What follows belongs to an exercise in optimizing a design on an open flow for small area, a short achievable clock period and few clock cycles; a production flow would make more cautious choices.

==> job 9251 <==
Design code_converter_top, start of the top module:
module code_converter_top #(
  parameter WIDTH  = 32,
  parameter DIGITS = 10
)(
  input  wire                   clk,
  input  wire                   rst,
  input  wire                   start,
  input  wire [2:0]             opcode,
  input  wire [WIDTH-1:0]       bin_in,
  input  wire [WIDTH-1:0]       gray_in,
  input  wire [DIGITS*4-1:0]    bcd_in,
  input  wire [DIGITS*4-1:0]    ex3_in,
  output reg  [WIDTH-1:0]       bin_out,
  output reg  [WIDTH-1:0]       gray_out,
  output reg  [DIGITS*4-1:0]    bcd_out,
  output reg  [DIGITS*4-1:0]    ex3_out,
  output wire                   busy,
  output wire                   done
);
export LEC_CHECK = 0
export ABC_AREA = 1
export CAP_MARGIN = 20
export CORE_MARGIN = 2
export CORE_UTILIZATION = 40
export CTS_BUF_LIST = sky130_fd_sc_hd__clkbuf_8
export SETUP_SLACK_MARGIN = 3.0
export SLEW_MARGIN = 20
export SYNTH_HIERARCHICAL = 1
create_clock -name core_clock -period 6.5 [get_ports {clk}]
standard.sh (not shown) runs the stock make flow with config.mk's settings and CLKGATE_MAP_FILE= SYNTH_SCRIPT=/design/flow/synth_recipe.tcl, a recipe that flattens the netlist after the stock synthesis.
==> flow/flow/run.sh <==
#!/bin/bash
# The standard flow (standard.sh), except that the port buffers are plain
# buffers instead of the delay cells buffer_ports picks by default, and CTS
# adds no dummy loads.
set -euo pipefail
export BUFFER_PORTS_ARGS="-buffer_cell sky130_fd_sc_hd__buf_1"
export CTS_ARGS="-sink_clustering_enable -repair_clock_nets -dont_use_dummy_load -buf_list sky130_fd_sc_hd__clkbuf_8"
bash standard.sh > standard.log 2>&1
==> inputs of job 2022, as changes to job 9251 <==
==> flow/design.v (replaced) <==
`timescale 1ns/1ps
module bin2gray #(parameter WIDTH = 32)(
  input  wire [WIDTH-1:0] bin,
  output wire [WIDTH-1:0] gray
);
  assign gray = bin ^ (bin >> 1);
endmodule
`timescale 1ns/1ps
module gray2bin #(parameter WIDTH = 32)(
  input  wire [WIDTH-1:0] gray,
  output reg  [WIDTH-1:0] bin
);
  integer s, j;
  always @(*) begin
    bin = gray;
    for (s = 1; s < WIDTH; s = s * 2)
      for (j = 2*s-1; j < WIDTH; j = j + 2*s)
        bin[WIDTH-1-j] = bin[WIDTH-1-j] ^ bin[WIDTH-1-(j-s)];
    for (s = WIDTH / 4; s >= 1; s = s / 2)
      for (j = 3*s-1; j < WIDTH; j = j + 2*s)
        bin[WIDTH-1-j] = bin[WIDTH-1-j] ^ bin[WIDTH-1-(j-s)];
  end
endmodule
`timescale 1ns/1ps
module nibble_add #(parameter DIGITS = 10, parameter K = 3)(
  input  wire [DIGITS*4-1:0] x,
  output reg  [DIGITS*4-1:0] y
);
  integer i;
  always @(*)
    for (i = 0; i < DIGITS; i = i + 1)
      y[4*i +: 4] = x[4*i +: 4] + K[3:0];
endmodule
`timescale 1ns/1ps
module bin2bcd_dd(
  input  wire [28:0] w,
  input  wire [7:0]  p,
  output wire [39:0] o
);
  function [3:0] add3(input [3:0] d);
    begin
      add3[3] = d[3] | (d[2] & (d[1] | d[0]));
      add3[2] = (d[2] & ~d[1] & ~d[0]) | (d[3] & d[0]);
      add3[1] = (d[1] & (~d[2] | d[0])) | (d[3] & ~d[0]);
      add3[0] = (~d[3] & ~d[2] & d[0]) | (d[2] & d[1] & ~d[0]) | (d[3] & ~d[0]);
    end
  endfunction
  function [39:0] dstep(input [39:0] x, input b);
    integer i;
    reg c;
    reg [3:0] f;
    begin
      c = b;
      for (i = 0; i < 10; i = i + 1) begin
        f = add3(x[4*i +: 4]);
        dstep[4*i +: 4] = {f[2:0], c};
        c = f[3];
      end
    end
  endfunction
  function [39:0] dd8(input [39:0] x, input [7:0] p);
    integer j;
    reg [39:0] t;
    begin
      t = x;
      for (j = 7; j >= 0; j = j - 1)
        t = dstep(t, p[j]);
      dd8 = t;
    end
  endfunction
  assign o = dd8({11'd0, w}, p);
endmodule
module bin2bcd_byte(
  input  wire [7:0]  p,
  output wire [28:0] o
);
  function [3:0] add3(input [3:0] d);
    begin
      add3[3] = d[3] | (d[2] & (d[1] | d[0]));
      add3[2] = (d[2] & ~d[1] & ~d[0]) | (d[3] & d[0]);
      add3[1] = (d[1] & (~d[2] | d[0])) | (d[3] & ~d[0]);
      add3[0] = (~d[3] & ~d[2] & d[0]) | (d[2] & d[1] & ~d[0]) | (d[3] & ~d[0]);
    end
  endfunction
  function [39:0] dstep(input [39:0] x, input b);
    integer i;
    reg c;
    reg [3:0] f;
    begin
      c = b;
      for (i = 0; i < 10; i = i + 1) begin
        f = add3(x[4*i +: 4]);
        dstep[4*i +: 4] = {f[2:0], c};
        c = f[3];
      end
    end
  endfunction
  function [39:0] dd8(input [39:0] x, input [7:0] p);
    integer j;
    reg [39:0] t;
    begin
      t = x;
      for (j = 7; j >= 0; j = j - 1)
        t = dstep(t, p[j]);
      dd8 = t;
    end
  endfunction
  wire [39:0] t = dd8(40'd0, p);
  assign o = t[28:0];
endmodule
`timescale 1ns/1ps
module bcd2bin_v3(
  input  wire [11:0] d,
  output wire [10:0] v
);
  function [10:0] m100(input [3:0] x);
    begin
      case (x)
        4'd0:  m100 = 11'd0;    4'd1:  m100 = 11'd100;
        4'd2:  m100 = 11'd200;  4'd3:  m100 = 11'd300;
        4'd4:  m100 = 11'd400;  4'd5:  m100 = 11'd500;
        4'd6:  m100 = 11'd600;  4'd7:  m100 = 11'd700;
        4'd8:  m100 = 11'd800;  4'd9:  m100 = 11'd900;
        4'd10: m100 = 11'd1000; 4'd11: m100 = 11'd1100;
        4'd12: m100 = 11'd1200; 4'd13: m100 = 11'd1300;
        4'd14: m100 = 11'd1400; default: m100 = 11'd1500;
      endcase
    end
  endfunction
  function [7:0] m10(input [3:0] x);
    begin
      case (x)
        4'd0:  m10 = 8'd0;    4'd1:  m10 = 8'd10;
        4'd2:  m10 = 8'd20;   4'd3:  m10 = 8'd30;
        4'd4:  m10 = 8'd40;   4'd5:  m10 = 8'd50;
        4'd6:  m10 = 8'd60;   4'd7:  m10 = 8'd70;
        4'd8:  m10 = 8'd80;   4'd9:  m10 = 8'd90;
        4'd10: m10 = 8'd100;  4'd11: m10 = 8'd110;
        4'd12: m10 = 8'd120;  4'd13: m10 = 8'd130;
        4'd14: m10 = 8'd140;  default: m10 = 8'd150;
      endcase
    end
  endfunction
  assign v = m100(d[11:8]) + {3'd0, m10(d[7:4])} + {7'd0, d[3:0]};
endmodule
module bcd2bin_horner(
  input  wire [20:0] a,
  input  wire [10:0] p,
  output wire [30:0] o
);
  function [63:0] csa(input [31:0] x, input [31:0] y, input [31:0] z);
    begin
      csa = {((x & y) | (x & z) | (y & z)) << 1, x ^ y ^ z};
    end
  endfunction
  wire [63:0] s1 = csa({1'b0, a, 10'd2}, ~{7'd0, a, 4'd0}, ~{8'd0, a, 3'd0});
  wire [63:0] s2 = csa(s1[31:0], s1[63:32], {21'd0, p});
  wire [31:0] t  = s2[31:0] + s2[63:32];
  assign o = t[30:0];
endmodule
module bcd2bin_last(
  input  wire [30:0] a,
  input  wire [3:0]  d,
  output wire [31:0] o
);
  assign o = {a, 1'b0} + {a[28:0], 3'b000} + {28'd0, d};
endmodule
`timescale 1ns/1ps
module code_converter_top #(
  parameter WIDTH  = 32,
  parameter DIGITS = 10
)(
  input  wire                   clk,
  input  wire                   rst,
  input  wire                   start,
  input  wire [2:0]             opcode,
  input  wire [WIDTH-1:0]       bin_in,
  input  wire [WIDTH-1:0]       gray_in,
  input  wire [DIGITS*4-1:0]    bcd_in,
  input  wire [DIGITS*4-1:0]    ex3_in,
  output reg  [WIDTH-1:0]       bin_out,
  output reg  [WIDTH-1:0]       gray_out,
  output reg  [DIGITS*4-1:0]    bcd_out,
  output reg  [DIGITS*4-1:0]    ex3_out,
  output wire                   busy,
  output wire                   done
);
  reg       mid, last;
  reg       isb2d;   
  reg [1:0] ph;
  wire op_multi = (opcode[2:1] == 2'b01);
  assign done = last | (start & ~op_multi);
  assign busy = mid;
  always @(posedge clk or posedge rst) begin
    if (rst) begin
      mid   <= 1'b0;
      last  <= 1'b0;
      isb2d <= 1'b0;
      ph    <= 2'd0;
    end else if (mid) begin
      ph   <= ph + 2'd1;
      mid  <= (ph != 2'd1);
      last <= (ph == 2'd1);
    end else if (last) begin
      last <= 1'b0;
    end else if (start & op_multi) begin
      mid   <= 1'b1;
      isb2d <= ~opcode[0];
      ph    <= 2'd0;
    end
  end
  reg [28:0] W;    
  reg [7:0]  P;    
  reg [30:0] A;    
  reg [10:0] Q;    
  wire [39:0] dd_run;
  wire [28:0] dd_first;
  bin2bcd_dd   u_dd  (.w(W), .p(P), .o(dd_run));
  bin2bcd_byte u_dd0 (.p(bin_in[31:24]), .o(dd_first));
  wire [10:0] a_first, q_next;
  wire [30:0] acc;
  wire [31:0] b2d;
  bcd2bin_v3     u_v3a (.d(bcd_in[39:28]), .v(a_first));
  bcd2bin_v3     u_v3q (.d(mid ? bcd_in[15:4] : bcd_in[27:16]), .v(q_next));
  bcd2bin_horner u_hor (.a(A[20:0]), .p(Q), .o(acc));
  bcd2bin_last   u_lst (.a(A), .d(Q[3:0]), .o(b2d));
  always @(posedge clk) begin
    if (mid & ph[0]) Q <= {7'd0, bcd_in[3:0]};
    else             Q <= q_next;
    if (mid) begin
      W <= dd_run[28:0];
      P <= ph[0] ? bin_in[7:0] : bin_in[15:8];
      A <= acc;
    end else begin
      W <= dd_first;
      P <= bin_in[23:16];
      A <= {20'd0, a_first};
    end
  end
  wire [WIDTH-1:0]    gray_c, bin_c;
  wire [DIGITS*4-1:0] ex3_c, bcd_c;
  bin2gray #(WIDTH) u_b2g (.bin(bin_in), .gray(gray_c));
  gray2bin #(WIDTH) u_g2b (.gray(gray_in), .bin(bin_c));
  nibble_add #(DIGITS, 3)  u_b2e (.x(bcd_in), .y(ex3_c));
  nibble_add #(DIGITS, 13) u_e2b (.x(ex3_in), .y(bcd_c));
  always @(posedge clk or posedge rst) begin
    if (rst) begin
      bin_out  <= {WIDTH{1'b0}};
      gray_out <= {WIDTH{1'b0}};
      bcd_out  <= {DIGITS*4{1'b0}};
      ex3_out  <= {DIGITS*4{1'b0}};
    end else begin
      if (start & (opcode == 3'd0)) gray_out <= gray_c;
      if (start & (opcode == 3'd1)) bin_out <= bin_c;
      else if (last & ~isb2d)      bin_out <= b2d;
      if (start & (opcode == 3'd5)) bcd_out <= bcd_c;
      else if (last & isb2d)       bcd_out <= dd_run;
      if (start & (opcode == 3'd4)) ex3_out <= ex3_c;
    end
  end
endmodule
==> flow/run.sh (new file) <==
#!/bin/bash
# synth_recipe.tcl (not shown) runs the flow's synth.tcl, then flattens the netlist and writes it again
# the make line also repeats each setting of config.mk as NAME=value (left out here)
make -C /OpenROAD-flow-scripts/flow DESIGN_CONFIG=/design/flow/config.mk WORK_HOME=/design/flow/orfs CLKGATE_MAP_FILE= SYNTH_SCRIPT=/design/flow/synth_recipe.tcl finish
==> flow/config.mk (replaced) <==
export PLATFORM = sky130hd
export DESIGN_NAME = code_converter_top
export DESIGN_NICKNAME = code_converter_top
export VERILOG_FILES = /design/flow/design.v
export SDC_FILE = /design/flow/constraint.sdc
export NUM_CORES = 4
export LEC_CHECK = 0
export ABC_AREA = 1
export CAP_MARGIN = 20
export CORE_MARGIN = 2
export CORE_UTILIZATION = 40
export SETUP_SLACK_MARGIN = 3.2
export SLEW_MARGIN = 20
export SYNTH_HIERARCHICAL = 1
removed: flow/flow/run.sh
removed: flow/standard.sh
==> summary of the runs <==
- Of job 9251 and job 2022, job 2022 has the higher synthesized cell count (gap 20%, measured against job 2022).
- Against job 9251, the utilization of job 2022 is higher by 3.6 points.
- Global-route usage: job 2022 is higher than job 9251 (0.76 points).
- Of job 9251 and job 2022, job 2022 has the higher hold slack (gap 0.00093 ns).
- In job 9251 the first-iteration DRC count is smaller than in job 2022, by about 12%.
- Of job 2022 and job 9251, job 9251 has the higher critical path depth (gap 14).
- In job 9251 the via count is smaller than in job 2022, by about 16%.
- Job 2022 ran to the end with no violations. Job 9251 completed with no timing, DRC or antenna violations.
Function was not checked in any run of this note: the RTL went through the layout flow alone.

-- port drivers added, routing unchanged --
Ports are ideal in the flow. The routed layouts listed here were re-timed in OpenROAD.
Step 1 (the two cells are an assumption about what drives the block):
set clk [get_ports {clk}]
set_driving_cell -lib_cell sky130_fd_sc_hd__clkbuf_16 $clk
set_driving_cell -lib_cell sky130_fd_sc_hd__buf_2 [delete_from_list [all_inputs] $clk]
Step 2 times the ports against the registers' clock, not the clock port: input delays grow and output delays shrink by t, the midpoint of the rising clock arrivals with the driver on.
a / b / c = no drivers / after step 1 / after step 2; a / b = the first two.
run	t (ns)	slack for setup (ns)	worst register clock-pin slew, ns
job 9251	0.633	3.126 / 3.157 / 2.523	0.06 / 0.06
job 2022	0.653	3.269 / 3.239 / 2.738	0.06 / 0.06
After both steps every run listed still meets setup and hold. The setup slack of job 9251, which loses most, moves by +0.031 ns with the drivers and by -0.603 ns with both steps.
